Source: an optimization exercise on an open RTL-to-GDS flow (aim: small area). Production flows keep margins and buffers that such runs may drop. Where RTL was checked, it was by simulation tests only, not by an equivalence proof against the original. The RTL of runs 1 to 6 and 8 was laid out without a check of its function. Power and IR drop assume default switching activity.

<file path="flow/flow/run.sh">
#!/bin/bash
D=$(pwd)
bash standard.sh "SYNTH_SCRIPT=$D/flow/synth.tcl" 'ADDER_MAP_FILE=' 'BUFFER_PORTS_ARGS=-buffer_cell sky130_fd_sc_hd__buf_1' 'CTS_ARGS=-sink_clustering_enable -repair_clock_nets -sink_clustering_size 50 -sink_clustering_max_diameter 1000 -sink_buffer_max_cap_derate 1.0 -buf_list {sky130_fd_sc_hd__clkbuf_8 sky130_fd_sc_hd__clkbuf_16} -root_buf sky130_fd_sc_hd__clkbuf_8 -dont_use_dummy_load' finish > standard.log 2>&1
</file>
<file path="flow/flow/synth.tcl">
proc synth {args} { yosys synth -nofsm -noshare {*}$args }
# The standard synthesis (synth_recipe.tcl), with abc given a different script.
proc abc {args} {
  set out {}
  set skip 0
  foreach a $args {
    if {$skip} { set skip 0; lappend out {+strash;dc2;dch -f;map -a;topo}; continue }
    if {$a eq "-script"} { set skip 1 }
    lappend out $a
  }
  yosys abc {*}$out
}
source $::env(SCRIPTS_DIR)/synth.tcl
# left out here: clear keep_hierarchy, flatten, clean up, hide names made inside functions, write 1_2_yosys.v
</file>
<file path="flow/standard.sh">
#!/bin/bash
# synth_recipe.tcl (not shown) runs the flow's synth.tcl, then flattens the netlist and writes it again
# the make line also repeats each setting of config.mk as NAME=value (left out here)
make -C /OpenROAD-flow-scripts/flow DESIGN_CONFIG=/design/flow/config.mk WORK_HOME=/design/flow/orfs CLKGATE_MAP_FILE= SYNTH_SCRIPT=/design/flow/synth_recipe.tcl "${@:-finish}"
</file>
<file path="flow/config.mk">
export PLATFORM = sky130hd
export DESIGN_NAME = RainbowRGB
export DESIGN_NICKNAME = RainbowRGB
export VERILOG_FILES = /design/flow/design.v
export SDC_FILE = /design/flow/constraint.sdc
export NUM_CORES = 4
export LEC_CHECK = 0
export CAP_MARGIN = 20
export CORE_MARGIN = 2
export CORE_UTILIZATION = 40
export SLEW_MARGIN = 20
</file>
<file path="flow/constraint.sdc">
create_clock -name core_clock -period 10.0 [get_ports {CLK}]
set_input_delay 2.0000 -clock core_clock [delete_from_list [all_inputs] [get_ports {CLK}]]
set_output_delay 2.0000 -clock core_clock [all_outputs]
set_load 0.01 [all_outputs]
</file>
<file path="flow/design.v">
module RainbowRGB
(input CLK
,input RST
,input BTN
,output[7:0]LED
,output[2:0]RGB
);
reg[8:0]x;
reg[8:0]v;
wire xw=x[8]&x[7]&x[4]&x[2]&x[0];          
wire vw=v[8]&v[7]&v[4]&v[2]&v[0];          
wire x0=~(x[8]|x[7]|x[4]|x[2]|x[0]);       
wire v0=~(v[8]|v[7]|v[4]|v[2]|v[0]);       
always@(posedge CLK)
	if(RST|xw)
		x<=9'd106;
	else
		x<=x+1'b1;
always@(posedge CLK)
	if(RST)
		v<=9'd106;
	else if(xw)
		v<=vw?9'd106:v+1'b1;
wire up_low=x<v;
wire dw_low=!v0&&!(~x<v);
wire ramp=vw&&x0;    
reg[2:0]a;    
reg[1:0]q;    
always@(posedge CLK)
	if(RST)begin
		a<=3'd0;
		q<=2'd0;
	end
	else if(ramp)begin
		q<={q[1]^q[0],q[1]|~q[0]};
		if(q!=2'd0)
			a<=a-1'b1;
	end
reg b;           
reg[11:0]s;
reg kp;          
reg sel;         
wire D=s[11]&s[10]&!s[9]&!s[7]&s[6]&!s[5]&!s[4]&s[3]&!s[1];
always@(posedge CLK)
	b<=BTN;
always@(posedge CLK)
	if(RST)
		s<=12'h100;
	else if(BTN!=b)
		s<=12'h200;
	else
		s<={s[10:0],s[11]^s[10]};
always@(posedge CLK)
	if(RST)
		kp<=1'b0;
	else if(D)
		kp<=b;
always@(posedge CLK)
	if(RST)
		sel<=1'b0;
	else if(D&&b&&!kp)
		sel<=~sel;
wire U=up_low&&sel;
wire W=dw_low&&sel;
genvar i;
generate
for(i=0;i<8;i=i+1)begin:gl
	assign LED[i]=~((a==i&&U)||(a==((i+7)&7)&&W));
end
endgenerate
wire Ur=up_low&&!sel;
wire Wr=dw_low&&!sel;
assign RGB[0]=~((!q[1]&&Ur)||(q[1]&&!q[0]&&Wr));
assign RGB[1]=~((q[1]&&q[0]&&Ur)||(!q[1]&&Wr));
assign RGB[2]=~((q[1]&&!q[0]&&Ur)||(q[1]&&q[0]&&Wr));
endmodule
</file>
==> results of run 1 <==
synthesized netlist by cell type (all sizes together):
library cell  count  area share [%]
a2111oi           1            0.51
o21ai            18             5.2
o32ai             1            0.51
nand2            20             4.3
nor4              2            0.72
xor2              1            0.51
nor3             15             4.3
clkinv           44             9.6
a41oi             1            0.51
o22ai             4             1.4
a32oi             2             1.0
a211oi            1            0.43
nand4             1            0.36
nor3b             1            0.43
or2               1            0.36
nor2             67              15
dfxtp            38              44
a21oi            15             4.3
nand3             4             1.2
a22oi            13             5.6
critical path, delay by kind of cell, from the launching register on:
| family | cells | cell delay [ns] |
|---|---|---|
| AOI/OAI and AO/OA | 6 | 0.67 |
| buffers and inverters | 2 | 0.27 |
| DFF | 1 | 0.39 |
| and+or+nand+nor | 3 | 0.79 |
cell type report:
class,instances,share of cell area [%]
clock buffer,5,3.61
timing repair buffer,13,2.56
sequential,38,39.9
tap,50,3.28
multi-input combinational,168,42.0
inverter,44,8.66
state kept, by name, summed over array words and instances (netlist names):
| register | cells |
|---|---|
| a | 3 |
| sel | 1 |
| kp | 1 |
| v | 9 |
| b | 1 |
| x | 9 |
| q | 2 |
| s | 12 |
cell usage in the layout (no fill, tap or decap):
cell       count
a211oi_1       1
nor4_1         2
nand3_1        4
nand4_1        1
nor2_1        67
dfxtp_1       38
xor2_1         1
o32ai_1        1
or2_2          1
buf_1         13
a41oi_1        1
nand2_1       20
o22ai_1        4
nor3_1        15
nor3b_1        1
a22oi_1       13
o21ai_0       18
a32oi_1        2
a2111oi_0      1
clkinv_1      44
a21oi_1       15
clkbuf_8       5
metal layers:
metal	global-route usage, %	up-vias
li1	-	873
met2	23.1	38
met5	0	-
met4	3.85	0
met1	22.1	702
met3	5.52	2
metrics by stage:
stage	power [mW]	instance area (sq um)
2_1_floorplan	0.169	1730
3_3_place_gp	0.174	1840
3_5_place_dp	0.174	1840
4_1_cts	0.268	1910
5_1_grt	0.278	1910
6_report	0.263	1910
cells by family after synthesis:
kind of cell              share of synthesized area [%]
AOI/OAI and AO/OA                                  19.6
buffers and inverters                              9.56
xor gates and xnor gates                          0.507
DFF                                                44.0
and+or+nand+nor                                    26.3
power groups by stage:
stage	Clock, mW	Sequential [mW]	Combinational, mW
after global routing	0.105	0.157	0.0162
after global placement	0	0.160	0.0139
final	0.0929	0.157	0.0138
after detailed placement	0	0.160	0.0138
after CTS	0.0977	0.156	0.0139
after floorplan	0	0.159	0.0102
worst max path at each step:
| stage | from | to | slack, ns |
|---|---|---|---|
| 3_3_place_gp | v[0] | LED[0] | 5.95 |
| 6_report | v[0] | LED[0] | 5.61 |
| 4_1_cts | v[0] | LED[0] | 5.61 |
| 5_1_grt | v[0] | LED[0] | 5.36 |
| 2_1_floorplan | v[0] | LED[0] | 6.24 |
| 3_5_place_dp | v[0] | LED[0] | 5.93 |
==> out/qor.csv, run 1 <==
metric,value,unit
status,"complete, no violations",
nets,273,
finalHoldWorstSlack,0.403,ns
p_leak,0.654,nW
clock-root-buffer,clkbuf_8,
yosysSeqAreaShare,44.0,%
reg2reg_from,x[2],
met3_length,234,microns
cts_num_sinks,38,
cp-end-kind,primary output,
slew_headroom,63.6,%
wl,3.53,mm
fin_ws,5.61,ns
hold_path_class,reg -> reg,
synth_seq_cells,38,
min_to,s[3],
place_inst,313,
die-area,4860,sq um
reg2reg_slack,7.88,ns
power_frac_seq,59.5,%
die_y,69.7,microns
hold_viol_final,0,
route.detailed.drc,0,
comb_power_share,5.3,%
cts.path.max_buffers,2,
overflow,0,
start_kind,flop,
top_level_ports,14,
holdBufCountCts,0,
clk_pin_slew,0.07,ns
fmax,0.228,GHz
grt_max_degree,13,
io_buffer_count,13,
finalNonFillerCells,318,
m1WireLength,1.78,mm
peakVddDrop,74.9,uV
fillCellCount,436,
setup_viol,0,
track_usage,15.7,%
antenna_left,0,
criticalPathCategory,reg -> out,
firstDrtPassIters,4,
p_per_area,138,nW/um^2
antenna_found_initial,0,
cpMostUsedCell,o21ai_0,
synth_warnings,1,
gp_congestion,0.896,
vias,1615,
ys_types,20,
core,4090,sq um
drive_gt1_share,2.24,%
insertedDiodeCount,0,
netlist_area,1730,sq um
vias_per_cell,5.08,
cts_resized,0,
pre_cts_ws,5.93,ns
cts_tree,yes,
die_x,69.7,microns
clkPwrFrac,35.3,%
arrival,2.39,ns
wire_per_inst,11.1,microns
worstPathMaxFanout,8,
tightest_slew,0.545,ns
top_layer,met4,
cts_made_buffers,5,
wl_met2,1.51,mm
crit_chain,clkinv_1 -> nor2_1 -> o21ai_0 -> o21ai_0 -> a21oi_1 -> o21ai_0 -> a2111oi_0 -> or2_2 -> nor2_1 -> a32oi_1 -> buf_1,
initial_core_util,42.3,%
crit_required,8.00,ns
p_int,0.204,mW
grt_pass1_vias,1392,
synth.avg_cell_area,6.91,sq um
multi_input_area,802,sq um
max_stage_delay,0.39,ns
clock_latency,0.28,ns
p_sw_share,22.7,%
netlist_instances,250,
synth_fp_nets,253,
p_switching,0.0598,mW
ff2ff_path_depth,11,
dp_hpwl,2.70,mm
rsz0062_at_grt,no,
area_growth,10.4,%
finalClockSkew,0.0120,ns
cts_htree_levels,2,
period_needed,4.39,ns
grt_pass1_wl,6.22,mm
crit_slowest_cell,dfxtp_1,
timing.final.crit_share,43.9,%
worst_r2r_endpoint,v[7],
worstHoldStart,s[2],
drv_cap,0,
cts_setup_buffers,0,
slew_violations,0,
tns,0,ns
num_rows,23,
drt_iter0_drc,75,
fin_util,46.7,%
seq_area,761,sq um
holdPathStages,2,
==> inputs of run 2 (changes only) <==
==> flow/run.sh (new file) <==
#!/bin/bash
# synth_recipe.tcl (not shown) runs the flow's synth.tcl, then flattens the netlist and writes it again
# the make line also repeats each setting of config.mk as NAME=value (left out here)
make -C /OpenROAD-flow-scripts/flow DESIGN_CONFIG=/design/flow/config.mk WORK_HOME=/design/flow/orfs CLKGATE_MAP_FILE= SYNTH_SCRIPT=/design/flow/synth_recipe.tcl finish
removed: flow/flow/run.sh
removed: flow/flow/synth.tcl
removed: flow/standard.sh
==> run 2 against run 1 <==
Effect of this change: largest cell class unchanged; critical endpoint is now LED[1]; critical path type unchanged; clock-buffer cell count up 1; hold slack better by 0.026 ns; sequential power about the same; critical path depth down 3; still clean on timing, DRC and antenna.
==> out/qor.csv, run 2 <==
metric,value,unit,change
status,"complete, no violations",,unchanged
period_needed,5.03,ns,was 4.39 ns
synthMuxAreaShare,0.914,%,was 0%
top_level_ports,14,,unchanged
crit_slowest_cell,a311oi_2,,was dfxtp_1
largest_reg_flops,12,,unchanged
drv_cap,0,,unchanged
p_leak,1.03,nW,was 0.654 nW
cts_setup_buffers,0,,unchanged
synth_top_family_by_area,simple AND/OR/NAND/NOR gates,,unchanged
cts_resized,0,,unchanged
synth_area_leaders,"dfxtp_1 35%, ha_1 16%, xnor2_1 6.4%, nor2_1 4.6%, a32oi_1 4.4%",,"was dfxtp_1 44%, nor2_1 15%, clkinv_1 9.6%, a22oi_1 5.6%, o21ai_0 5.2%"
cts_num_sinks,38,,unchanged
ys_types,42,,was 20
dp_hpwl,3.14,mm,was 2.70 mm
hold_viol_final,0,,unchanged
synth_fp_nets,275,,was 253
tightest_slew,0.803,ns,was 0.545 ns
core,5200,sq um,was 4090 sq um
arrival,3.03,ns,was 2.39 ns
p_per_area,127,nW/um^2,was 138 nW/um^2
vias,1674,,was 1615
synth_top_area_share,34.7,%,was 44.0%
cts_tree,yes,,unchanged
crit_cells,8,,was 11
wl,4.10,mm,was 3.53 mm
ff2ff_path_depth,5,,was 11
multi_input_area,1300,sq um,was 802 sq um
nets,287,,was 273
drive_gt1_share,5.47,%,was 2.24%
peakVddDrop,78.2,uV,was 74.9 uV
area_growth,13.2,%,was 10.4%
gp_congestion,0.841,,was 0.896
timing.final.crit_share,50.3,%,was 43.9%
holdBufCountCts,0,,unchanged
criticalPathCategory,reg -> out,,unchanged
synth_edf_count,0,,unchanged
reg.largest.list,"s (12), v (9), x (9)",,unchanged
insertedDiodeCount,0,,unchanged
netlist_area,2190,sq um,was 1730 sq um
yosysMostFrequentCell,dfxtp_1,,was nor2_1
track_usage,14.7,%,was 15.7%
yosysSeqAreaShare,34.7,%,was 44.0%
slew_violations,0,,unchanged
fmax,0.199,GHz,was 0.228 GHz
initial_core_util,42.1,%,was 42.3%
cts_htree_levels,2,,unchanged
synth-adder-area-share,16.0,%,was 0%
yosys.area_share.simple,24.0,%,was 26.3%
final_common_cell,dfxtp_1,,was nor2_1
slew_headroom,46.3,%,was 63.6%
start_kind,flop,,unchanged
holdPathStages,1,,was 2
synth.avg_cell_area,8.97,sq um,was 6.91 sq um
cp-end-kind,primary output,,unchanged
setup_viol,0,,unchanged
place_inst,319,,was 313
grt_max_degree,19,,was 13
wire_per_inst,12.6,microns,was 11.1 microns
overflow,0,,unchanged
finalClockSkew,0.00421,ns,was 0.0120 ns
worst-path-buf-inv,2,,unchanged
clk_pin_slew,0.07,ns,about the same
crit_required,8.00,ns,about the same
synth_xor_area_share,7.20,%,was 0.507%
ys_async_sr_fraction,0,%,unchanged
cts_made_buffers,5,,unchanged
clock_latency,0.29,ns,was 0.28 ns
tns,0,ns,unchanged
netlist_instances,244,,was 250
antenna_left,0,,unchanged
drt_iter0_drc,105,,was 75
largest-register,s,,unchanged
cts.path.max_buffers,2,,unchanged
crit_chain,inv_1 -> ha_1 -> or2b_2 -> a31oi_1 -> o21bai_1 -> a311oi_2 -> a32oi_1 -> clkdlybuf4s50_1,,was clkinv_1 -> nor2_1 -> o21ai_0 -> o21ai_0 -> a21oi_1 -> o21ai_0 -> a2111oi_0 -> or2_2 -> nor2_1 -> a32oi_1 -> buf_1
clock-root-buffer,clkbuf_8,,unchanged
grt_pass1_vias,1580,,was 1392
fillCellCount,522,,was 436
synth_seq_cells,38,,unchanged
firstDrtPassIters,5,,was 4
finalNonFillerCells,326,,was 318
synth_flop_cell,dfxtp_1,,unchanged
route.detailed.drc,0,,unchanged
num_rows,26,,was 23
die-area,6080,sq um,was 4860 sq um
hold_path_class,reg -> reg,,unchanged
synth_warnings,1,,unchanged
io_buffer_count,13,,unchanged
grt_pass1_wl,7.09,mm,was 6.22 mm
die_x,78.0,microns,was 69.7 microns
vias_per_cell,5.13,,was 5.08
layout_common_cells,"38 x dfxtp_1, 28 x ha_1, 27 x nor2_1, 23 x inv_1, 16 x xnor2_1",,"was 67 x nor2_1, 44 x clkinv_1, 38 x dfxtp_1, 20 x nand2_1, 18 x o21ai_0"
synth-compound-area-share,11.3,%,was 19.6%
antenna_found_initial,0,,unchanged
critPathTopFamily,compound AO/OA/AOI/OAI gates,,was simple AND/OR/NAND/NOR gates
die_y,78.0,microns,was 69.7 microns
synth_common_cells,"38 x dfxtp_1, 28 x ha_1, 27 x nor2_1",,"was 67 x nor2_1, 44 x clkinv_1, 38 x dfxtp_1"
rsz0062_at_grt,no,,unchanged
yosysTopAreaCell,dfxtp_1,,unchanged
worstPathMaxFanout,11,,was 8
max_stage_delay,0.66,ns,was 0.39 ns
seq_area,761,sq um,unchanged
==> run 2: changes by cell type in the layout (fill, tap and decap cells not counted), moves of 13 or more <==
cell	change
clkinv_1	-44
nor2_1	-40
ha_1	+28
inv_1	+23
o21ai_0	-17
xnor2_1	+16
a22oi_1	-13
buf_1	-13
clkdlybuf4s50_1	+13
==> run 2: kinds of logic after synthesis <==
kind of cell               after synthesis
AOI/OAI and AO/OA                       31
DFF                                     38
xor gates and xnor gates                18
buffers and inverters                   31
adders and majority gates               28
muxes                                    2
and+or+nand+nor                         96
==> run 2: path summary, 6_finish.rpt <==
| kind | start | endpoint | slack (ns) |
|---|---|---|---|
| max reg2reg | x[2] | v[5] | 8.15 |
| min | s[2] | s[3] | 0.43 |
| min reg2reg | s[2] | s[3] | 0.43 |
| max | v[1] | LED[1] | 4.97 |
==> run 2: through the flow <==
stage	setup slack (ns)	util [%]	hold slack, ns	area, sq um	total power [mW]
floorplan	6.09	-	0.406	2190	0.182
global placement	5.27	45.5	0.408	2370	0.187
finish	4.97	47.6	0.430	2480	0.315
detailed placement	5.21	45.5	0.416	2370	0.187
global route	4.71	47.6	0.462	2480	0.330
CTS	4.84	47.6	0.434	2480	0.322
==> run 2: layer usage <==
layer	track usage (%)	routed length [microns]	vias up
li1	-	-	858
met1	18.7	2030	777
met2	23.4	1840	35
met3	3.60	161	4
met4	7.19	67	0
met5	0	0	-
==> run 2: final cells by class <==
class,instances,area share [%]
flip-flops and latches,38,30.7
inverters,23,3.48
repair buffers,13,5.25
clock buffers,6,3.33
multi-input cells,175,52.5
clock inverters,1,1.21
well taps,70,3.53
==> run 2: power breakdown <==
part | total (mW) | internal (mW) | leakage, nW | switching (mW)
clock network | 0.132 | 0.0798 | 0.0573 | 0.0523
registers | 0.158 | 0.154 | 0.309 | 0.00353
logic | 0.0255 | 0.0115 | 0.667 | 0.0140
==> inputs of run 3 (changes only) <==
--- a/flow/config.mk
+++ b/flow/config.mk
@@ -7,2 +7,3 @@
 export LEC_CHECK = 0
+export ABC_AREA = 1
 export CAP_MARGIN = 20
==> run 3 against run 2 <==
Effect of this change: global-route usage is 1.2 points higher; total power grew 7.8%; clock-buffer cell count fell by 1; hold slack got worse by 0.018 ns; die area increased by 6.4%; via count grew 17%; still clean; wire length up 11%; critical endpoint is now LED[3].
==> out/qor.csv, run 3 <==
metric,value,unit,change
die_x,80.5,microns,was 78.0 microns
cts.path.max_buffers,2,,unchanged
fin_area,2690,sq um,was 2480 sq um
peakVddDrop,69.0,uV,was 78.2 uV
dp_hpwl,3.64,mm,was 3.14 mm
p_total,0.340,mW,was 0.315 mW
synth_top_area_share,32.5,%,was 34.7%
crit_required,8.00,ns,about the same
drv_cap,0,,unchanged
vias_per_cell,4.65,,was 5.13
cts_made_buffers,5,,unchanged
synth_area_leaders,"dfxtp_1 33%, ha_1 15%, nor2_1 9.8%, nand2_1 9.1%, inv_1 8.8%",,"was dfxtp_1 35%, ha_1 16%, xnor2_1 6.4%, nor2_1 4.6%, a32oi_1 4.4%"
overflow,0,,unchanged
yosysMostFrequentCell,nor2_1,,was dfxtp_1
vias,1953,,was 1674
gp_congestion,0.789,,was 0.841
top_level_ports,14,,unchanged
tightest_slew,0.358,ns,was 0.803 ns
multi_input_area,1350,sq um,was 1300 sq um
hold_viol_final,0,,unchanged
reg2reg_slack,8.45,ns,was 8.15 ns
ys_types,31,,was 42
timing.final.crit_share,46.3,%,was 50.3%
arrival,2.63,ns,was 3.03 ns
clock_latency,0.29,ns,about the same
nets,378,,was 287
seq_area,761,sq um,unchanged
finalClockSkew,0.00992,ns,was 0.00421 ns
hold_path_class,reg -> reg,,unchanged
reg2reg_from,v[0],,was x[2]
die_y,80.5,microns,was 78.0 microns
synth_seq_cells,38,,unchanged
tns,0,ns,unchanged
area_growth,15.1,%,was 13.2%
slew_violations,0,,unchanged
crit_cells,10,,was 8
crit_slowest_cell,clkdlybuf4s50_1,,was a311oi_2
netlist_area,2340,sq um,was 2190 sq um
rsz0062_at_grt,no,,unchanged
cts_num_sinks,38,,unchanged
firstDrtPassIters,4,,was 5
start_kind,flop,,unchanged
layout_common_cells,"61 x nor2_1, 57 x nand2_1, 55 x inv_1, 38 x dfxtp_1, 28 x ha_1",,"was 38 x dfxtp_1, 28 x ha_1, 27 x nor2_1, 23 x inv_1, 16 x xnor2_1"
finalHoldWorstSlack,0.412,ns,was 0.430 ns
criticalPathCategory,reg -> out,,unchanged
status,"complete, no violations",,unchanged
synth_common_cells,"61 x nor2_1, 57 x nand2_1, 55 x inv_1",,"was 38 x dfxtp_1, 28 x ha_1, 27 x nor2_1"
period_needed,4.63,ns,was 5.03 ns
ys_async_sr_fraction,0,%,unchanged
cp-end-kind,primary output,,unchanged
drive_gt1_share,8.91,%,was 5.47%
p_leak,1.16,nW,was 1.03 nW
antenna_left,0,,unchanged
die-area,6470,sq um,was 6080 sq um
crit_end,LED[3],,was LED[1]
insertedDiodeCount,0,,unchanged
holdBufCountCts,0,,unchanged
place_area,2550,sq um,was 2370 sq um
cts_resized,0,,unchanged
wl,4.54,mm,was 4.10 mm
clk_pin_slew,0.08,ns,was 0.07 ns
critPathLaunch,x[4],,was v[1]
antenna_found_initial,0,,unchanged
track_usage,15.9,%,was 14.7%
finalNonFillerCells,420,,was 326
grt_pass1_vias,1846,,was 1580
slew_headroom,76.1,%,was 46.3%
final_common_cell,nor2_1,,was dfxtp_1
fillCellCount,585,,was 522
cts_tree,yes,,unchanged
netlist_instances,328,,was 244
fmax,0.216,GHz,was 0.199 GHz
pre_cts_ws,5.66,ns,was 5.21 ns
route.detailed.drc,0,,unchanged
synth_warnings,1,,unchanged
yosysTopAreaCell,dfxtp_1,,unchanged
wire_per_inst,10.8,microns,was 12.6 microns
initial_core_util,42.0,%,was 42.1%
setup_viol,0,,unchanged
largest-register,s,,unchanged
cts_htree_levels,2,,unchanged
worstPathMaxFanout,8,,was 11
worst-path-buf-inv,2,,unchanged
core,5570,sq um,was 5200 sq um
ff2ff_path_depth,6,,was 5
grt_max_degree,14,,was 19
grt_pass1_wl,8.06,mm,was 7.09 mm
synth.avg_cell_area,7.13,sq um,was 8.97 sq um
worst_r2r_endpoint,v[8],,was v[5]
synth_flop_cell,dfxtp_1,,unchanged
critPathTopFamily,buffers and inverters,,was compound AO/OA/AOI/OAI gates
clock-root-buffer,clkbuf_8,,unchanged
reg.largest.list,"s (12), v (9), x (9)",,unchanged
cts_setup_buffers,0,,unchanged
place_inst,412,,was 319
io_buffer_count,13,,unchanged
crit_chain,inv_1 -> ha_1 -> a21oi_1 -> nand2_1 -> nand2_1 -> nand3_1 -> nand3_1 -> nor2_1 -> nor2_1 -> clkdlybuf4s50_1,,was inv_1 -> ha_1 -> or2b_2 -> a31oi_1 -> o21bai_1 -> a311oi_2 -> a32oi_1 -> clkdlybuf4s50_1
drt_iter0_drc,80,,was 105
p_per_area,126,nW/um^2,was 127 nW/um^2
num_rows,27,,was 26
max_stage_delay,0.55,ns,was 0.66 ns
synth_edf_count,0,,unchanged
fin_util,48.3,%,was 47.6%
largest_reg_flops,12,,unchanged
synth_fp_nets,359,,was 275
yosysSeqAreaShare,32.5,%,was 34.7%
fin_ws,5.37,ns,was 4.97 ns
==> run 3: how the worst min path moves through the flow <==
stage,startpoint,to,slack (ns),depth (start not counted)
2_1_floorplan,s[0],s[1],0.39,2
3_3_place_gp,s[0],s[1],0.40,2
3_5_place_dp,s[2],s[3],0.40,2
4_1_cts,s[2],s[3],0.41,2
5_1_grt,s[2],s[3],0.43,2
6_report,s[2],s[3],0.41,2
==> run 3: area by class of cell <==
| type | instances | share of cell area (%) |
|---|---|---|
| repair buffers | 13 | 4.83 |
| well taps | 72 | 3.35 |
| multi-input cells | 230 | 50.2 |
| flip-flops and latches | 38 | 28.3 |
| clock inverters | 3 | 2.56 |
| clock buffers | 5 | 2.56 |
| inverters | 59 | 8.22 |
==> run 3: worst register-to-register path, stage by stage (launching register included) <==
cell and delay (ns):
dfxtp_1 0.46, ha_1 0.21, nand2_1 0.08, nor3_1 0.28, nand2_1 0.14, nor3_1 0.21
nor3_2 0.07
==> run 3: cell families after synthesis <==
kind of cell,Yosys count,share of synthesized area (%)
AND/OR/NAND/NOR,166,33.7
AO/OA/AOI/OAI,34,8.45
flip-flops,38,32.5
XOR/XNOR,2,0.749
adder cells (fa/ha/maj),28,15.0
buffers and inverters,60,9.63
==> run 3: layer usage <==
metal	vias to the layer above	track usage (%)	routed length [microns]
li1	1065	-	-
met3	5	3.60	137
met1	863	20.3	2280
met4	0	5.42	36
met2	20	26.3	2090
met5	-	0	0
==> run 3: power by group <==
group / switching (mW) / total (mW) / leakage [nW] / internal (mW)
Clock: 0.0579 / 0.158 / 0.0683 / 0.100
Sequential: 0.00314 / 0.157 / 0.309 / 0.154
Combinational: 0.0154 / 0.0249 / 0.784 / 0.00947
==> inputs of run 4 (changes only) <==
==> flow/flow/run.sh (new file) <==
#!/bin/bash
bash standard.sh ADDER_MAP_FILE= finish > standard.log 2>&1
==> flow/standard.sh (new file) <==
#!/bin/bash
# synth_recipe.tcl (not shown) runs the flow's synth.tcl, then flattens the netlist and writes it again
# the make line also repeats each setting of config.mk as NAME=value (left out here)
make -C /OpenROAD-flow-scripts/flow DESIGN_CONFIG=/design/flow/config.mk WORK_HOME=/design/flow/orfs CLKGATE_MAP_FILE= SYNTH_SCRIPT=/design/flow/synth_recipe.tcl "${@:-finish}"
--- a/flow/config.mk
+++ b/flow/config.mk
@@ -7,3 +7,2 @@
 export LEC_CHECK = 0
-export ABC_AREA = 1
 export CAP_MARGIN = 20
removed: flow/run.sh
==> run 4 against run 3 <==
Effect of this change: total power shrank 11%; wire length fell by 23%; utilization is 4.5 points lower; highest routed layer unchanged.
==> out/qor.csv, run 4 <==
metric,value,unit,change
insertedDiodeCount,0,,unchanged
overflow,0,,unchanged
firstDrtPassIters,4,,unchanged
hold_viol_final,0,,unchanged
start_kind,flop,,unchanged
power_frac_seq,52.2,%,was 46.2%
cts_tree,yes,,unchanged
netlist_instances,235,,was 328
holdBufCountCts,0,,unchanged
holdPathStages,1,,was 2
synth.avg_cell_area,8.69,sq um,was 7.13 sq um
tns,0,ns,unchanged
p_leak,0.772,nW,was 1.16 nW
p_per_area,138,nW/um^2,was 126 nW/um^2
fin_ws,5.17,ns,was 5.37 ns
cts_num_sinks,38,,unchanged
vias,1521,,was 1953
netlist_area,2040,sq um,was 2340 sq um
clk_pin_slew,0.08,ns,about the same
area_growth,7.54,%,was 15.1%
rsz0062_at_grt,no,,unchanged
wire_per_inst,11.4,microns,was 10.8 microns
cp-end-kind,primary output,,unchanged
nets,239,,was 378
synth_fp_nets,238,,was 359
status,"complete, no violations",,unchanged
hold_path_class,reg -> reg,,unchanged
ys_async_sr_fraction,0,%,unchanged
period_needed,4.83,ns,was 4.63 ns
synth_warnings,1,,unchanged
comb_power_share,5.7,%,was 7.3%
dp_hpwl,2.55,mm,was 3.64 mm
criticalPathCategory,reg -> out,,unchanged
seq_area,761,sq um,unchanged
drv_cap,0,,unchanged
ys_types,52,,was 31
clkPwrFrac,42.1,%,was 46.4%
grt_pass1_vias,1268,,was 1846
gp_congestion,0.799,,was 0.789
final_common_cell,dfxtp_1,,was nor2_1
peakVddDrop,67.6,uV,was 69.0 uV
critPathTopFamily,compound AO/OA/AOI/OAI gates,,was buffers and inverters
pre_cts_ws,5.49,ns,was 5.66 ns
drt_iter0_drc,101,,was 80
setup_viol,0,,unchanged
cts_setup_buffers,0,,unchanged
crit_slowest_cell,a221oi_2,,was clkdlybuf4s50_1
drive_gt1_share,6.75,%,was 8.91%
ff2ff_path_depth,5,,was 6
reg.largest.list,"s (12), v (9), x (9)",,unchanged
min_to,s[3],,unchanged
cts_htree_levels,2,,unchanged
multi_input_area,1070,sq um,was 1350 sq um
crit_required,8.00,ns,about the same
timing.final.crit_share,48.3,%,was 46.3%
worstHoldStart,s[2],,unchanged
max_stage_delay,0.61,ns,was 0.55 ns
reg2reg_from,x[7],,was v[0]
cpMostUsedCell,maj3_2,,
io_buffer_count,13,,unchanged
fmax,0.207,GHz,was 0.216 GHz
layout_common_cells,"38 x dfxtp_1, 32 x nor2_1, 17 x nand2_1, 13 x clkdlybuf4s50_1, 12 x a22oi_1",,"was 61 x nor2_1, 57 x nand2_1, 55 x inv_1, 38 x dfxtp_1, 28 x ha_1"
wl,3.52,mm,was 4.54 mm
yosysTopAreaCell,dfxtp_1,,unchanged
arrival,2.83,ns,was 2.63 ns
yosysSeqAreaShare,37.3,%,was 32.5%
die_x,75.5,microns,was 80.5 microns
crit_cells,6,,was 10
p_sw_share,22.1,%,was 22.5%
clock-root-buffer,clkbuf_8,,unchanged
grt_pass1_wl,5.78,mm,was 8.06 mm
grt_max_degree,20,,was 14
slew_violations,0,,unchanged
die_y,75.5,microns,was 80.5 microns
tightest_slew,0.791,ns,was 0.358 ns
yosysMostFrequentCell,dfxtp_1,,was nor2_1
p_int,0.237,mW,was 0.263 mW
route.detailed.drc,0,,unchanged
top_level_ports,14,,unchanged
p_switching,0.0670,mW,was 0.0764 mW
critPathLaunch,v[2],,was x[4]
initial_core_util,40.8,%,was 42.0%
antenna_found_initial,0,,unchanged
slew_headroom,46.8,%,was 76.1%
clock_latency,0.28,ns,was 0.29 ns
core,5010,sq um,was 5570 sq um
cts_made_buffers,5,,unchanged
worstPathMaxFanout,11,,was 8
vias_per_cell,4.95,,was 4.65
antenna_left,0,,unchanged
synth_common_cells,"38 x dfxtp_1, 32 x nor2_1, 17 x nand2_1",,"was 61 x nor2_1, 57 x nand2_1, 55 x inv_1"
synth_top_area_share,37.3,%,was 32.5%
worst-path-buf-inv,1,,was 2
reg2reg_slack,7.95,ns,was 8.45 ns
cts.path.max_buffers,2,,unchanged
synth_edf_count,0,,unchanged
synth_seq_cells,38,,unchanged
synth_area_leaders,"dfxtp_1 37%, nor2_1 5.9%, buf_6 5.5%, xor2_1 4.7%, a22oi_1 4.4%",,"was dfxtp_1 33%, ha_1 15%, nor2_1 9.8%, nand2_1 9.1%, inv_1 8.8%"
track_usage,13.1,%,was 15.9%
largest-register,s,,unchanged
cts_resized,0,,unchanged
synth_flop_cell,dfxtp_1,,unchanged
die-area,5690,sq um,was 6470 sq um
finalClockSkew,0.00464,ns,was 0.00992 ns
worst_r2r_endpoint,v[7],,was v[8]
fillCellCount,529,,was 585
largest_reg_flops,12,,unchanged
crit_chain,nand2b_1 -> maj3_2 -> maj3_2 -> a221oi_2 -> a22oi_1 -> clkdlybuf4s50_1,,was inv_1 -> ha_1 -> a21oi_1 -> nand2_1 -> nand2_1 -> nand3_1 -> nand3_1 -> nor2_1 -> nor2_1 -> clkdlybuf4s50_1
num_rows,26,,was 27
run 4: cell types whose count changed after synthesis, sizes merged, moves of 11 or more:
cell | before | now
nor2 | 66 | 32
a21oi | 17 | 6
ha | 28 | 0
nand3 | 21 | 5
buf | 0 | 15
nand2 | 59 | 17
a22oi | 1 | 12
inv | 58 | 8
run 4: routing by layer:
layer  part of all wire (%)  vias up  track usage [%]
li1                       -      805                -
met1                     52      684             18.8
met2                     43       28             19.0
met3                    4.0        4             3.57
met4                    1.2        0             4.09
met5                      0        -                0
run 4: power by group through the flow:
stage / Sequential [mW] / Clock (mW) / Combinational (mW)
6_report: 0.159 / 0.128 / 0.0173
5_1_grt: 0.159 / 0.139 / 0.0192
4_1_cts: 0.159 / 0.133 / 0.0174
3_5_place_dp: 0.162 / 0 / 0.0173
3_3_place_gp: 0.162 / 0 / 0.0175
2_1_floorplan: 0.159 / 0 / 0.0191
run 4: how the worst max path moves through the flow:
stage | to
after detailed placement | LED[7]
after global placement | RGB[0]
final | RGB[2]
after CTS | LED[7]
after global routing | LED[7]
after floorplan | LED[1]
run 4: through the flow:
stage | hold WS [ns] | total power [mW] | utilization [%] | std cells | cell area [sq um]
3_5_place_dp | 0.413 | 0.180 | 41.6 | 299 | 2080
5_1_grt | 0.468 | 0.318 | 43.8 | 307 | 2200
4_1_cts | 0.432 | 0.309 | 43.8 | 307 | 2200
6_report | 0.431 | 0.304 | 43.8 | 307 | 2200
2_1_floorplan | 0.406 | 0.178 | - | 235 | 2040
3_3_place_gp | 0.426 | 0.180 | 41.6 | 299 | 2080
run 4: cell families (layout without fill, tap and decap cells):
| family | count (synthesis) | count (layout) | synth area share (%) |
|---|---|---|---|
| DFF | 38 | 38 | 37.3 |
| adders and majority gates | 6 | 6 | 3.19 |
| AOI/OAI and AO/OA | 42 | 42 | 14.5 |
| and+or+nand+nor | 101 | 101 | 25.8 |
| muxes | 1 | 1 | 0.490 |
| xor gates and xnor gates | 20 | 20 | 8.58 |
| buffers and inverters | 27 | 29 | 10.2 |
run 4: cell type report:
class / instances / share of cell area [%]
clock buffers: 5 / 3.13
inverters: 8 / 1.37
multi-input cells: 170 / 48.9
well taps: 70 / 3.99
repair buffers: 13 / 5.93
clock inverters: 3 / 2.05
flip-flops and latches: 38 / 34.6
==> inputs of run 5 (changes only) <==
==> flow/flow/run.sh (replaced) <==
#!/bin/bash
bash standard.sh 'ADDER_MAP_FILE=' 'BUFFER_PORTS_ARGS=-buffer_cell sky130_fd_sc_hd__buf_1' finish > standard.log 2>&1
==> run 5 against run 4 <==
Effect of this change: hold slack improved by 0.0024 ns; utilization shrank 2.0 points; highest routed layer unchanged; global-route usage increased by 0.27 points; largest power group unchanged; critical path depth unchanged.
==> out/qor.csv, run 5 <==
metric,value,unit,change
crit_required,8.00,ns,about the same
cts_tree,yes,,unchanged
ys_types,52,,unchanged
period_needed,4.50,ns,was 4.83 ns
reg2reg_slack,7.95,ns,about the same
multi_input_area,1070,sq um,unchanged
clock_latency,0.29,ns,was 0.28 ns
timing.final.crit_share,45.0,%,was 48.3%
synth_top_family_by_area,simple AND/OR/NAND/NOR gates,,unchanged
p_total,0.284,mW,was 0.304 mW
vias,1530,,was 1521
synthMuxAreaShare,0.490,%,unchanged
ff2ff_path_depth,5,,unchanged
wl,3.64,mm,was 3.52 mm
fmax,0.222,GHz,was 0.207 GHz
cpMostUsedCell,maj3_2,,unchanged
hold_viol_final,0,,unchanged
antenna_left,0,,unchanged
largest_reg_flops,12,,unchanged
slew_violations,0,,unchanged
cts.path.max_buffers,2,,unchanged
min_to,s[3],,unchanged
crit_chain,nand2b_1 -> maj3_2 -> maj3_2 -> a221oi_2 -> a22oi_1 -> buf_1,,was nand2b_1 -> maj3_2 -> maj3_2 -> a221oi_2 -> a22oi_1 -> clkdlybuf4s50_1
synth-compound-area-share,14.5,%,unchanged
ys_async_sr_fraction,0,%,unchanged
final_common_cell,dfxtp_1,,unchanged
nets,239,,unchanged
die_x,75.5,microns,unchanged
slew_headroom,48.2,%,was 46.8%
cts_made_buffers,5,,unchanged
grt_pass1_wl,5.83,mm,was 5.78 mm
area_growth,2.63,%,was 7.54%
route.detailed.drc,0,,unchanged
drive_gt1_share,6.75,%,unchanged
yosysSeqAreaShare,37.3,%,unchanged
io_buffer_count,13,,unchanged
worst-path-buf-inv,1,,unchanged
firstDrtPassIters,4,,unchanged
clock-root-buffer,clkbuf_8,,unchanged
yosys.area_share.simple,25.8,%,unchanged
overflow,0,,unchanged
cts_setup_buffers,0,,unchanged
critPathTopFamily,compound AO/OA/AOI/OAI gates,,unchanged
reg2reg_from,x[7],,unchanged
synth-adder-area-share,3.19,%,unchanged
largest-register,s,,unchanged
synth_fp_nets,238,,unchanged
vias_per_cell,4.98,,was 4.95
clk_pin_slew,0.08,ns,about the same
worstHoldStart,s[2],,unchanged
p_per_area,135,nW/um^2,was 138 nW/um^2
holdPathStages,1,,unchanged
rsz0062_at_grt,no,,unchanged
criticalPathCategory,reg -> out,,unchanged
synth_edf_count,0,,unchanged
num_rows,26,,unchanged
reg.largest.list,"s (12), v (9), x (9)",,unchanged
dp_hpwl,2.63,mm,was 2.55 mm
die_y,75.5,microns,unchanged
tns,0,ns,unchanged
arrival,2.50,ns,was 2.83 ns
place_area,2000,sq um,was 2080 sq um
initial_core_util,40.8,%,unchanged
cts_htree_levels,2,,unchanged
setup_viol,0,,unchanged
fin_area,2100,sq um,was 2200 sq um
cp-end-kind,primary output,,unchanged
synth_xor_area_share,8.58,%,unchanged
netlist_area,2040,sq um,unchanged
die-area,5690,sq um,unchanged
fillCellCount,534,,was 529
top_level_ports,14,,unchanged
seq_area,761,sq um,unchanged
track_usage,13.4,%,was 13.1%
yosysTopAreaCell,dfxtp_1,,unchanged
synth_warnings,1,,unchanged
synth_seq_cells,38,,unchanged
peakVddDrop,69.4,uV,was 67.6 uV
worstPathMaxFanout,11,,unchanged
synth_common_cells,"38 x dfxtp_1, 32 x nor2_1, 17 x nand2_1",,unchanged
start_kind,flop,,unchanged
finalClockSkew,0.0101,ns,was 0.00464 ns
wire_per_inst,11.8,microns,was 11.4 microns
status,"complete, no violations",,unchanged
hold_path_class,reg -> reg,,unchanged
tightest_slew,0.777,ns,was 0.791 ns
synth.avg_cell_area,8.69,sq um,unchanged
synth_top_area_share,37.3,%,unchanged
antenna_found_initial,0,,unchanged
drt_iter0_drc,124,,was 101
synth_area_leaders,"dfxtp_1 37%, nor2_1 5.9%, buf_6 5.5%, xor2_1 4.7%, a22oi_1 4.4%",,unchanged
grt_pass1_vias,1295,,was 1268
yosysMostFrequentCell,dfxtp_1,,unchanged
drv_cap,0,,unchanged
max_stage_delay,0.60,ns,was 0.61 ns
crit_slowest_cell,a221oi_2,,unchanged
grt_max_degree,20,,unchanged
layout_common_cells,"38 x dfxtp_1, 32 x nor2_1, 17 x nand2_1, 13 x buf_1, 12 x a22oi_1",,"was 38 x dfxtp_1, 32 x nor2_1, 17 x nand2_1, 13 x clkdlybuf4s50_1, 12 x a22oi_1"
place_inst,299,,unchanged
worst_r2r_endpoint,v[7],,unchanged
p_leak,0.728,nW,was 0.772 nW
netlist_instances,235,,unchanged
cts_resized,0,,unchanged
fin_util,41.8,%,was 43.8%
synth_flop_cell,dfxtp_1,,unchanged
core,5010,sq um,unchanged
gp_congestion,0.784,,was 0.799
holdBufCountCts,0,,unchanged
insertedDiodeCount,0,,unchanged
finalNonFillerCells,307,,unchanged
cts_num_sinks,38,,unchanged
==> run 5: cell counts after synthesis <==
Identical to the previous run, type by type.
==> run 5: final cells by class <==
cell class | instances | area share, %
clock buffer | 6 | 3.94
clock inverter | 2 | 0.597
inverter | 8 | 1.43
multi-input combinational | 170 | 51.2
sequential | 38 | 36.3
tap | 70 | 4.18
timing repair buffer | 13 | 2.33
==> run 5: per-stage QoR <==
stage          hold WS, ns  setup WS [ns]
6_report             0.433           5.50
5_1_grt              0.454           5.29
4_1_cts              0.437           5.52
3_5_place_dp         0.418           5.83
3_3_place_gp         0.414           5.89
2_1_floorplan        0.406           6.25
==> run 5: cells by family after synthesis <==
family	Yosys count
AOI/OAI and AO/OA	42
xor gates and xnor gates	20
adders and majority gates	6
buffers and inverters	27
DFF	38
muxes	1
and+or+nand+nor	101
==> run 5: worst max-delay path by stage <==
stage,to,slack (ns),depth (start not counted),from
finish,RGB[2],5.50,6,v[2]
global route,RGB[2],5.29,6,v[2]
CTS,RGB[2],5.52,6,v[2]
detailed placement,RGB[2],5.83,6,v[2]
global placement,RGB[2],5.89,6,v[2]
floorplan,LED[1],6.25,7,v[2]
==> run 5: worst reg2reg max path, cell delays in order, from the launching register on <==
cell and delay [ns]:
dfxtp_1 0.54, nand2_1 0.16, nor4_1 0.69, nand4_1 0.24, xnor2_1 0.16, and2_1 0.16
==> run 5: report_power, final <==
| group | leakage (nW) | internal [mW] | switching [mW] |
|---|---|---|---|
| Sequential | 0.309 | 0.154 | 0.00441 |
| Clock | 0.0472 | 0.0554 | 0.0538 |
| Combinational | 0.372 | 0.00696 | 0.00904 |
==> run 5: per-layer routing <==
metal	track usage [%]	vias to the layer above	routed length (microns)
met5	0	-	0
met4	5.26	0	44
met3	3.17	5	142
met2	21.0	28	1600
met1	17.7	688	1850
li1	-	809	-
==> inputs of run 6 (changes only) <==
==> flow/flow/run.sh (replaced) <==
#!/bin/bash
bash standard.sh 'ADDER_MAP_FILE=' 'BUFFER_PORTS_ARGS=-buffer_cell sky130_fd_sc_hd__buf_1' 'CTS_ARGS=-sink_clustering_enable -repair_clock_nets -sink_clustering_size 40 -sink_clustering_max_diameter 200 -buf_list sky130_fd_sc_hd__clkbuf_4 sky130_fd_sc_hd__clkbuf_8 -dont_use_dummy_load' finish > standard.log 2>&1
==> run 6 against run 5 <==
Effect of this change: the run now fails in clock tree synthesis (4_1_cts); synthesized cell count unchanged; area after synthesis unchanged.
==> out/qor.csv, run 6 <==
metric,value,unit,change
ys_async_sr_fraction,0,%,unchanged
io_buffer_count,13,,unchanged
synth_top_area_share,37.3,%,unchanged
pre_cts_ws,5.83,ns,unchanged
dp_hpwl,2.63,mm,unchanged
die_y,75.5,microns,unchanged
initial_core_util,40.8,%,unchanged
top_level_ports,14,,unchanged
haltStage,clock tree synthesis (4_1_cts),,
synth_warnings,1,,unchanged
synth_common_cells,"38 x dfxtp_1, 32 x nor2_1, 17 x nand2_1",,unchanged
synth_flop_cell,dfxtp_1,,unchanged
synth_area_leaders,"dfxtp_1 37%, nor2_1 5.9%, buf_6 5.5%, xor2_1 4.7%, a22oi_1 4.4%",,unchanged
yosysTopAreaCell,dfxtp_1,,unchanged
num_rows,26,,unchanged
yosysSeqAreaShare,37.3,%,unchanged
synth.avg_cell_area,8.69,sq um,unchanged
netlist_area,2040,sq um,unchanged
synth_seq_cells,38,,unchanged
stop_error,[ERROR STA-0564] clock_tree_synthesis positional arguments not supported.,,
die_x,75.5,microns,unchanged
netlist_instances,235,,unchanged
synth_fp_nets,238,,unchanged
gp_congestion,0.784,,unchanged
synth_edf_count,0,,unchanged
ys_types,52,,unchanged
yosysMostFrequentCell,dfxtp_1,,unchanged
status,did not finish,,"was complete, no violations"
## run 6: power by group through the flow
stage | Combinational, mW | Sequential [mW] | Clock, mW
after global placement | 0.0159 | 0.162 | 0
after floorplan | 0.0191 | 0.159 | 0
after detailed placement | 0.0161 | 0.162 | 0
## run 6: worst max path at each step
stage,from,to,slack (ns),depth (start not counted)
3_3_place_gp,v[2],RGB[2],5.89,6
3_5_place_dp,v[2],RGB[2],5.83,6
2_1_floorplan,v[2],LED[1],6.25,7
## run 6: through the flow
step	cell area (sq um)	std cells	hold slack, ns
floorplan	2040	235	0.406
global placement	2000	299	0.414
detailed placement	2000	299	0.418
## run 6: cells by family after synthesis
logic type	Yosys count	share of synthesized area, %
and+or+nand+nor	101	25.8
AOI/OAI and AO/OA	42	14.5
DFF	38	37.3
buffers and inverters	27	10.2
xor gates and xnor gates	20	8.58
adders and majority gates	6	3.19
muxes	1	0.490
==> inputs of run 7 (changes only) <==
--- a/flow/design.v
+++ b/flow/design.v
@@ -39,3 +39,4 @@
 reg b;           
-reg[11:0]s;
+reg[11:0]sr;     
+wire[11:0]s=sr^12'haaa;
 reg kp;          
@@ -47,7 +48,7 @@
 	if(RST)
-		s<=12'h100;
+		sr<=12'h100^12'haaa;
 	else if(BTN!=b)
-		s<=12'h200;
+		sr<=12'h200^12'haaa;
 	else
-		s<={s[10:0],s[11]^s[10]};
+		sr<={s[10:0],s[11]^s[10]}^12'haaa;
 always@(posedge CLK)
@@ -62,8 +63,11 @@
 		sel<=~sel;
-wire U=up_low&&sel;
-wire W=dw_low&&sel;
-genvar i;
+wire U0=up_low&&!a[0];
+wire W1=dw_low&&a[0];
+wire M=a[0]?up_low:dw_low;
+wire[3:0]d={sel&&a[2:1]==2'd3,sel&&a[2:1]==2'd2,sel&&a[2:1]==2'd1,sel&&a[2:1]==2'd0};
+genvar j;
 generate
-for(i=0;i<8;i=i+1)begin:gl
-	assign LED[i]=~((a==i&&U)||(a==((i+7)&7)&&W));
+for(j=0;j<4;j=j+1)begin:gl
+	assign LED[2*j]=~((d[j]&&U0)||(d[(j+3)%4]&&W1));
+	assign LED[2*j+1]=~(d[j]&&M);
 end
==> flow/run.sh (new file) <==
#!/bin/bash
# synth_recipe.tcl (not shown) runs the flow's synth.tcl, then flattens the netlist and writes it again
# the make line also repeats each setting of config.mk as NAME=value (left out here)
make -C /OpenROAD-flow-scripts/flow DESIGN_CONFIG=/design/flow/config.mk WORK_HOME=/design/flow/orfs CLKGATE_MAP_FILE= SYNTH_SCRIPT=/design/flow/synth_recipe.tcl finish
removed: flow/flow/run.sh
removed: flow/standard.sh
==> run 7 against run 6 <==
Effect of this change: now clean on timing, DRC and antenna; area after synthesis rose by 4.4%; synthesized cell count rose by 4.7%.
==> out/qor.csv, run 7 <==
metric,value,unit,change
start_kind,flop,,
yosysTopAreaCell,dfxtp_1,,unchanged
drt_iter0_drc,81,,
reg.largest.list,"sr (12), v (9), x (9)",,
multi_input_area,1240,sq um,
vias,1680,,
finalClockSkew,0.00463,ns,
cts_htree_levels,2,,
synth-compound-area-share,12.6,%,was 14.5%
synth_top_area_share,35.7,%,was 37.3%
cts_tree,yes,,
route.detailed.drc,0,,
cp-end-kind,primary output,,
status,"complete, no violations",,was did not finish
met3_length,154,microns,
p_per_area,139,nW/um^2,
m1WireLength,2.12,mm,
cts.path.max_buffers,2,,
die_y,77.0,microns,was 75.5 microns
worstPathMaxFanout,5,,
netlist_area,2130,sq um,was 2040 sq um
nets,286,,
layout_common_cells,"38 x dfxtp_1, 32 x nor2_1, 26 x inv_1, 24 x ha_1, 17 x nand2_1",,
synth_seq_cells,38,,unchanged
antenna_left,0,,
area_growth,15.3,%,
hold_path_class,reg -> reg,,
seq_area,761,sq um,
clk_pin_slew,0.08,ns,
wl_met2,1.85,mm,
cts_made_buffers,5,,
setup_viol,0,,
largest-register,sr,,
power_frac_seq,46.3,%,
synthMuxAreaShare,0.939,%,was 0.490%
vias_per_cell,5.09,,
cts_num_sinks,38,,
final_common_cell,dfxtp_1,,
die_x,77.0,microns,was 75.5 microns
top_layer,met4,,
grt_max_degree,20,,
dp_hpwl,3.13,mm,was 2.63 mm
num_rows,26,,unchanged
top_level_ports,14,,unchanged
tns,0,ns,
rsz0062_at_grt,no,,
synth_area_leaders,"dfxtp_1 36%, ha_1 14%, xnor2_1 6.6%, nor2_1 5.6%, inv_1 4.6%",,"was dfxtp_1 37%, nor2_1 5.9%, buf_6 5.5%, xor2_1 4.7%, a22oi_1 4.4%"
grt_pass1_vias,1613,,
drv_cap,0,,
clock_latency,0.29,ns,
fmax,0.200,GHz,
track_usage,15.6,%,
wire_per_inst,12.8,microns,
wl,4.24,mm,
yosys.area_share.simple,23.0,%,was 25.8%
slew_violations,0,,
p_leak,0.975,nW,
core,5140,sq um,
p_int,0.266,mW,
comb_power_share,7.7,%,
p_sw_share,22.1,%,
synth.avg_cell_area,8.67,sq um,was 8.69 sq um
synth_top_family_by_area,simple AND/OR/NAND/NOR gates,,unchanged
insertedDiodeCount,0,,
overflow,0,,
slew_headroom,47.7,%,
arrival,2.99,ns,
peakVddDrop,75.7,uV,
ys_types,42,,was 52
netlist_instances,246,,was 235
drive_gt1_share,7.31,%,
holdBufCountCts,0,,
crit_required,8.00,ns,
clock-root-buffer,clkbuf_8,,
criticalPathCategory,reg -> out,,
synth_flop_cell,dfxtp_1,,unchanged
p_switching,0.0758,mW,
grt_pass1_wl,7.47,mm,
synth_xor_area_share,7.81,%,was 8.58%
synth_fp_nets,273,,was 238
synth_edf_count,0,,unchanged
cts_resized,0,,
synth-adder-area-share,14.1,%,was 3.19%
yosysMostFrequentCell,dfxtp_1,,unchanged
io_buffer_count,13,,unchanged
antenna_found_initial,0,,
largest_reg_flops,12,,
firstDrtPassIters,4,,
fillCellCount,526,,
tightest_slew,0.777,ns,
cts_setup_buffers,0,,
ys_async_sr_fraction,0,%,unchanged
gp_congestion,0.821,,was 0.784
synth_warnings,1,,unchanged
yosysSeqAreaShare,35.7,%,was 37.3%
synth_common_cells,"38 x dfxtp_1, 32 x nor2_1, 26 x inv_1",,"was 38 x dfxtp_1, 32 x nor2_1, 17 x nand2_1"
period_needed,4.99,ns,
fin_util,47.8,%,
initial_core_util,41.5,%,was 40.8%
timing.final.crit_share,49.9,%,
clkPwrFrac,46.0,%,
die-area,5930,sq um,
hold_viol_final,0,,
==> run 7: changes by cell type after synthesis, moves of 7 or more <==
cell,change
a22oi_1,-9
xor2_1,-8
inv_1,+18
ha_1,+24
nand4_1,+7
xnor2_1,+7
and2_1,-8
buf_6,-10
==> run 7: routing by layer <==
layer / track usage, % / vias to the layer above
li1: - / 868
met1: 20.9 / 767
met2: 23.8 / 32
met3: 3.41 / 13
met4: 7.68 / 0
met5: 0 / -
==> run 7: critical path, stage by stage, from the launching register on <==
cell,delay (ns)
dfxtp_1,0.44
inv_1,0.10
ha_1,0.35
nor4_1,0.70
a211oi_1,0.26
o2111ai_1,0.27
clkdlybuf4s50_1,0.58
==> run 7: power by group through the flow <==
stage	Clock, mW	Sequential, mW	Combinational [mW]
2_1_floorplan	0	0.161	0.0196
6_report	0.157	0.158	0.0265
5_1_grt	0.170	0.159	0.0295
4_1_cts	0.162	0.158	0.0265
3_3_place_gp	0	0.162	0.0263
3_5_place_dp	0	0.162	0.0262
==> run 7: final timing paths <==
path | start | end | slack, ns | depth (start not counted)
max | x[7] | LED[5] | 5.01 | 6
min | sr[0] | sr[1] | 0.37 | 1
max reg2reg | x[8] | a[1] | 8.19 | 5
min reg2reg | sr[0] | sr[1] | 0.37 | 1
==> run 7: cells by family after synthesis <==
| kind of cell | count (synthesis) |
|---|---|
| AND/OR/NAND/NOR | 94 |
| flip-flops | 38 |
| AO/OA/AOI/OAI | 36 |
| buffers and inverters | 33 |
| adder cells (fa/ha/maj) | 24 |
| XOR/XNOR | 19 |
| multiplexers | 2 |
==> run 7: final cells by class <==
| cell class | instances | share of cell area (%) |
|---|---|---|
| inverter | 26 | 3.97 |
| tap | 70 | 3.56 |
| clock inverter | 3 | 2.80 |
| timing repair buffer | 13 | 5.29 |
| clock buffer | 5 | 2.80 |
| multi-input combinational | 175 | 50.6 |
| sequential | 38 | 30.9 |
==> run 7: per-stage QoR <==
| step | cells | instance area [sq um] | power [mW] | worst slack [ns] | hold WS, ns |
|---|---|---|---|---|---|
| finish | 330 | 2460 | 0.342 | 5.01 | 0.367 |
| global route | 330 | 2460 | 0.358 | 4.73 | 0.389 |
| CTS | 330 | 2460 | 0.347 | 4.99 | 0.372 |
| detailed placement | 322 | 2320 | 0.188 | 5.36 | 0.352 |
| global placement | 322 | 2320 | 0.188 | 5.37 | 0.347 |
| floorplan | 246 | 2130 | 0.180 | 6.07 | 0.343 |
==> inputs of run 8 (changes only) <==
==> flow/design.v (replaced) <==
module RainbowRGB
(input CLK
,input RST
,input BTN
,output[7:0]LED
,output[2:0]RGB
);
function[9:0]nx;
	input[9:0]s;
	begin
		nx={s[8:0],s[9]^~((s[0]&s[2])^(~s[6]&~s[8])^(s[4]?s[1]:~s[7]))};
	end
endfunction
reg[9:0]x;
reg[9:0]v;
reg up_low;
reg dw_low;
wire xw=(x&10'h0d5)==10'h091;      
wire x0=(x&10'h1aa)==10'h122;      
wire vw=(v&10'h156)==10'h044;      
wire[9:0]vm={~v[0],~v[1],~v[2],~v[3],~v[4],~v[5],~v[6],~v[7],~v[8],~v[9]};
always@(posedge CLK)
	if(RST)
		x<=10'h333;
	else
		x<=nx(x);
always@(posedge CLK)
	if(RST)
		v<=10'h199;
	else if(xw)
		v<=nx(v);
always@(posedge CLK)
	if(RST)begin
		up_low<=1'b0;
		dw_low<=1'b0;
	end
	else if(xw)begin
		up_low<=!vw;
		dw_low<=!vw;
	end
	else begin
		if(x==v)
			up_low<=1'b0;
		if(x==vm)
			dw_low<=1'b0;
	end
wire ramp=vw&&x0;    
reg[2:0]a;    
reg[1:0]q;    
always@(posedge CLK)
	if(RST)begin
		a<=3'd0;
		q<=2'd0;
	end
	else if(ramp)begin
		q<={q[1]^q[0],q[1]|~q[0]};
		if(q!=2'd0)
			a<=a-1'b1;
	end
reg b;           
reg[11:0]s;
reg kp;          
reg sel;         
wire D=s[11]&s[10]&!s[9]&!s[7]&s[6]&!s[5]&!s[4]&s[3]&!s[1];
always@(posedge CLK)
	b<=BTN;
always@(posedge CLK)
	if(RST)
		s<=12'h100;
	else if(BTN!=b)
		s<=12'h200;
	else
		s<={s[10:0],s[11]^s[10]};
always@(posedge CLK)
	if(RST)
		kp<=1'b0;
	else if(D)
		kp<=b;
always@(posedge CLK)
	if(RST)
		sel<=1'b0;
	else if(D&&b&&!kp)
		sel<=~sel;
wire U=up_low&&sel;
wire W=dw_low&&sel;
genvar i;
generate
for(i=0;i<8;i=i+1)begin:gl
	assign LED[i]=~((a==i&&U)||(a==((i+7)&7)&&W));
end
endgenerate
wire Ur=up_low&&!sel;
wire Wr=dw_low&&!sel;
assign RGB[0]=~((!q[1]&&Ur)||(q[1]&&!q[0]&&Wr));
assign RGB[1]=~((q[1]&&q[0]&&Ur)||(!q[1]&&Wr));
assign RGB[2]=~((q[1]&&!q[0]&&Ur)||(q[1]&&q[0]&&Wr));
endmodule
==> flow/flow/run.sh (new file) <==
#!/bin/bash
bash standard.sh ADDER_MAP_FILE= finish > standard.log 2>&1
==> flow/standard.sh (new file) <==
#!/bin/bash
# synth_recipe.tcl (not shown) runs the flow's synth.tcl, then flattens the netlist and writes it again
# the make line also repeats each setting of config.mk as NAME=value (left out here)
make -C /OpenROAD-flow-scripts/flow DESIGN_CONFIG=/design/flow/config.mk WORK_HOME=/design/flow/orfs CLKGATE_MAP_FILE= SYNTH_SCRIPT=/design/flow/synth_recipe.tcl "${@:-finish}"
removed: flow/run.sh
==> run 8 against run 7 <==
Effect of this change: worst setup slack gained 1.1 ns; clock skew grew 0.0033 ns; sequential cell count grew 4; final cell count shrank 10%; wire length shrank 15%; still clean; register-to-register slack lost 0.44 ns; combinational power grew 3%; sequential share of layout area grew 7.1 points; critical path type unchanged; critical endpoint is now LED[7]; sequential power grew 16%; via count shrank 14%; maximum frequency grew 28%; design area shrank 10%.
==> out/qor.csv, run 8 <==
metric,value,unit,change
cts.path.max_buffers,2,,unchanged
overflow,0,,unchanged
synth_seq_cells,42,,was 38
yosysMostFrequentCell,dfxtp_1,,unchanged
core,4750,sq um,was 5140 sq um
cts_htree_levels,2,,unchanged
gp_congestion,0.767,,was 0.821
netlist_area,1980,sq um,was 2130 sq um
top_level_ports,14,,unchanged
synth_area_leaders,"dfxtp_1 42%, xor2_1 6.2%, nand2_1 5.1%, xnor2_1 4.4%, nand3b_1 3.8%",,"was dfxtp_1 36%, ha_1 14%, xnor2_1 6.6%, nor2_1 5.6%, inv_1 4.6%"
slew_headroom,46.5,%,was 47.7%
die_x,74.4,microns,was 77.0 microns
worstPathMaxFanout,9,,was 5
ys_async_sr_fraction,0,%,unchanged
wire_per_inst,12.1,microns,was 12.8 microns
crit_required,8.00,ns,about the same
route.detailed.drc,0,,unchanged
p_per_area,149,nW/um^2,was 139 nW/um^2
tightest_slew,0.801,ns,was 0.777 ns
insertedDiodeCount,0,,unchanged
clock_latency,0.30,ns,was 0.29 ns
io_buffer_count,13,,unchanged
clk_pin_slew,0.09,ns,was 0.08 ns
grt_max_degree,39,,was 20
cts_tree,yes,,unchanged
nets,232,,was 286
cp-end-kind,primary output,,unchanged
cts_resized,0,,unchanged
status,"complete, no violations",,unchanged
vias,1451,,was 1680
period_needed,3.91,ns,was 4.99 ns
fmax,0.256,GHz,was 0.200 GHz
drv_cap,0,,unchanged
track_usage,14.8,%,was 15.6%
rsz0062_at_grt,no,,unchanged
layout_common_cells,"42 x dfxtp_1, 27 x nand2_1, 14 x nor2_1, 14 x xor2_1, 13 x clkdlybuf4s50_1",,"was 38 x dfxtp_1, 32 x nor2_1, 26 x inv_1, 24 x ha_1, 17 x nand2_1"
fillCellCount,476,,was 526
reg2reg_slack,7.75,ns,was 8.19 ns
antenna_found_initial,0,,unchanged
largest_reg_flops,12,,unchanged
holdBufCountCts,0,,unchanged
finalClockSkew,0.00789,ns,was 0.00463 ns
ff2ff_path_depth,4,,was 5
synth_fp_nets,229,,was 273
slew_violations,0,,unchanged
synth_flop_cell,dfxtp_1,,unchanged
seq_area,841,sq um,was 761 sq um
finalHoldWorstSlack,0.439,ns,was 0.367 ns
area_growth,11.6,%,was 15.3%
die_y,74.4,microns,was 77.0 microns
synth_common_cells,"42 x dfxtp_1, 27 x nand2_1, 14 x nor2_1, 14 x xor2_1",,"was 38 x dfxtp_1, 32 x nor2_1, 26 x inv_1"
grt_pass1_vias,1300,,was 1613
peakVddDrop,54.9,uV,was 75.7 uV
synth_edf_count,0,,unchanged
initial_core_util,41.7,%,was 41.5%
yosysSeqAreaShare,42.4,%,was 35.7%
timing.final.crit_share,39.1,%,was 49.9%
drive_gt1_share,8.26,%,was 7.31%
cts_num_sinks,42,,was 38
clock-root-buffer,clkbuf_8,,unchanged
wl,3.59,mm,was 4.24 mm
num_rows,25,,was 26
grt_pass1_wl,6.15,mm,was 7.47 mm
yosysTopAreaCell,dfxtp_1,,unchanged
p_leak,0.792,nW,was 0.975 nW
synth_top_area_share,42.4,%,was 35.7%
dp_hpwl,2.48,mm,was 3.13 mm
cts_setup_buffers,0,,unchanged
setup_viol,0,,unchanged
netlist_instances,226,,was 246
die-area,5530,sq um,was 5930 sq um
final_common_cell,dfxtp_1,,unchanged
vias_per_cell,4.89,,was 5.09
start_kind,flop,,unchanged
hold_path_class,reg -> reg,,unchanged
multi_input_area,1050,sq um,was 1240 sq um
synth.avg_cell_area,8.77,sq um,was 8.67 sq um
hold_viol_final,0,,unchanged
criticalPathCategory,reg -> out,,unchanged
synth_warnings,1,,unchanged
ys_types,43,,was 42
antenna_left,0,,unchanged
firstDrtPassIters,4,,unchanged
arrival,1.91,ns,was 2.99 ns
tns,0,ns,unchanged
holdPathStages,1,,unchanged
cts_made_buffers,5,,unchanged
drt_iter0_drc,101,,was 81
largest-register,s,,was sr
reg.largest.list,"s (12), v (10), x (10)",,"was sr (12), v (9), x (9)"
==> run 8: worst max-delay path: stages, from the launching register on <==
cell and delay, ns:
dfxtp_1 0.47, mux2_2 0.37, and2_1 0.17, nand3_1 0.07, clkdlybuf4s50_1 0.53
==> run 8: worst paths after layout <==
check | to | from
min | s[3] | s[2]
min reg2reg | s[3] | s[2]
max | LED[7] | a[0]
max reg2reg | a[2] | v[2]
==> run 8: cell type report <==
type	count	share of cell area (%)
clock buffer	5	3.11
clock inverter	3	1.19
inverter	2	0.340
multi-input combinational	164	47.3
sequential	42	38.0
tap	67	3.79
timing repair buffer	14	6.23
==> run 8: logic make-up (layout without fill, tap and decap cells) <==
logic type      count (synthesis)  count (layout)  share of synthesized area, %
simple gates                  109             109                          30.4
compound gates                 25              25                          7.77
xor+xnor                       25              25                          11.7
buf+inv                        20              24                          4.80
flops                          42              42                          42.4
mux                             5               5                          2.90
==> run 8: routing by layer <==
metal | GRT usage [%] | part of all wire (%)
met2 | 22.1 | 43
met5 | 0 | 0
met4 | 5.36 | 1.6
met1 | 19.9 | 51
met3 | 4.88 | 4.0
==> run 8: metrics by stage <==
step                      power, mW  area, sq um  cells  setup slack, ns  utilization [%]
after floorplan               0.209         1980    226             6.84                -
after global placement        0.215         2120    289             6.44             44.5
after detailed placement      0.216         2120    289             6.42             44.5
after CTS                     0.332         2210    297             6.08             46.5
after global routing          0.344         2210    297             5.99             46.5
final                         0.329         2210    297             6.09             46.5
==> run 8: report_power, final <==
group / switching (mW) / internal, mW / total, mW
combinational: 0.0118 / 0.0156 / 0.0274
sequential: 0.00991 / 0.174 / 0.184
clock: 0.0662 / 0.0519 / 0.118
total: 0.0879 / 0.241 / 0.329

==> what the ideal ports hide <==
The results above use ideal ports. As a check the final layouts listed here were re-extracted and re-timed, cells and wires unchanged. Step 1 (the two cells are an assumption about what drives the block):
set clk [get_ports {CLK}]
set_driving_cell -lib_cell sky130_fd_sc_hd__clkbuf_16 $clk
set_driving_cell -lib_cell sky130_fd_sc_hd__buf_2 [delete_from_list [all_inputs] $clk]
Step 2, shift: input delay + t, output delay - t, t = (earliest + latest rising clock arrival at the registers) / 2. This alone moves slack from input paths to output paths. Three values: no drivers, after step 1, after step 2; two values: the first two.
run	shift t [ns]	setup slack, ns	hold slack, ns	slew at the worst register clock pin (ns)	worst slew at a driven data input, ns
run 1	0.300	5.611 / 5.587 / 5.887	0.403 / 0.403 / 0.403	0.07 / 0.07	0.03
run 2	0.315	4.970 / 4.941 / 5.256	0.430 / 0.430 / 0.430	0.07 / 0.07	0.03
run 3	0.316	5.373 / 5.346 / 5.662	0.412 / 0.412 / 0.412	0.08 / 0.08	0.03
run 4	0.306	5.168 / 5.142 / 5.448	0.431 / 0.431 / 0.431	0.08 / 0.08	0.03
run 5	0.310	5.501 / 5.477 / 5.787	0.433 / 0.433 / 0.433	0.08 / 0.08	0.03
run 7	0.315	5.009 / 4.983 / 5.297	0.367 / 0.367 / 0.367	0.08 / 0.08	0.03
run 8	0.328	6.091 / 6.063 / 6.391	0.439 / 0.439 / 0.439	0.09 / 0.09	0.03
After both steps every run listed still meets setup and hold.
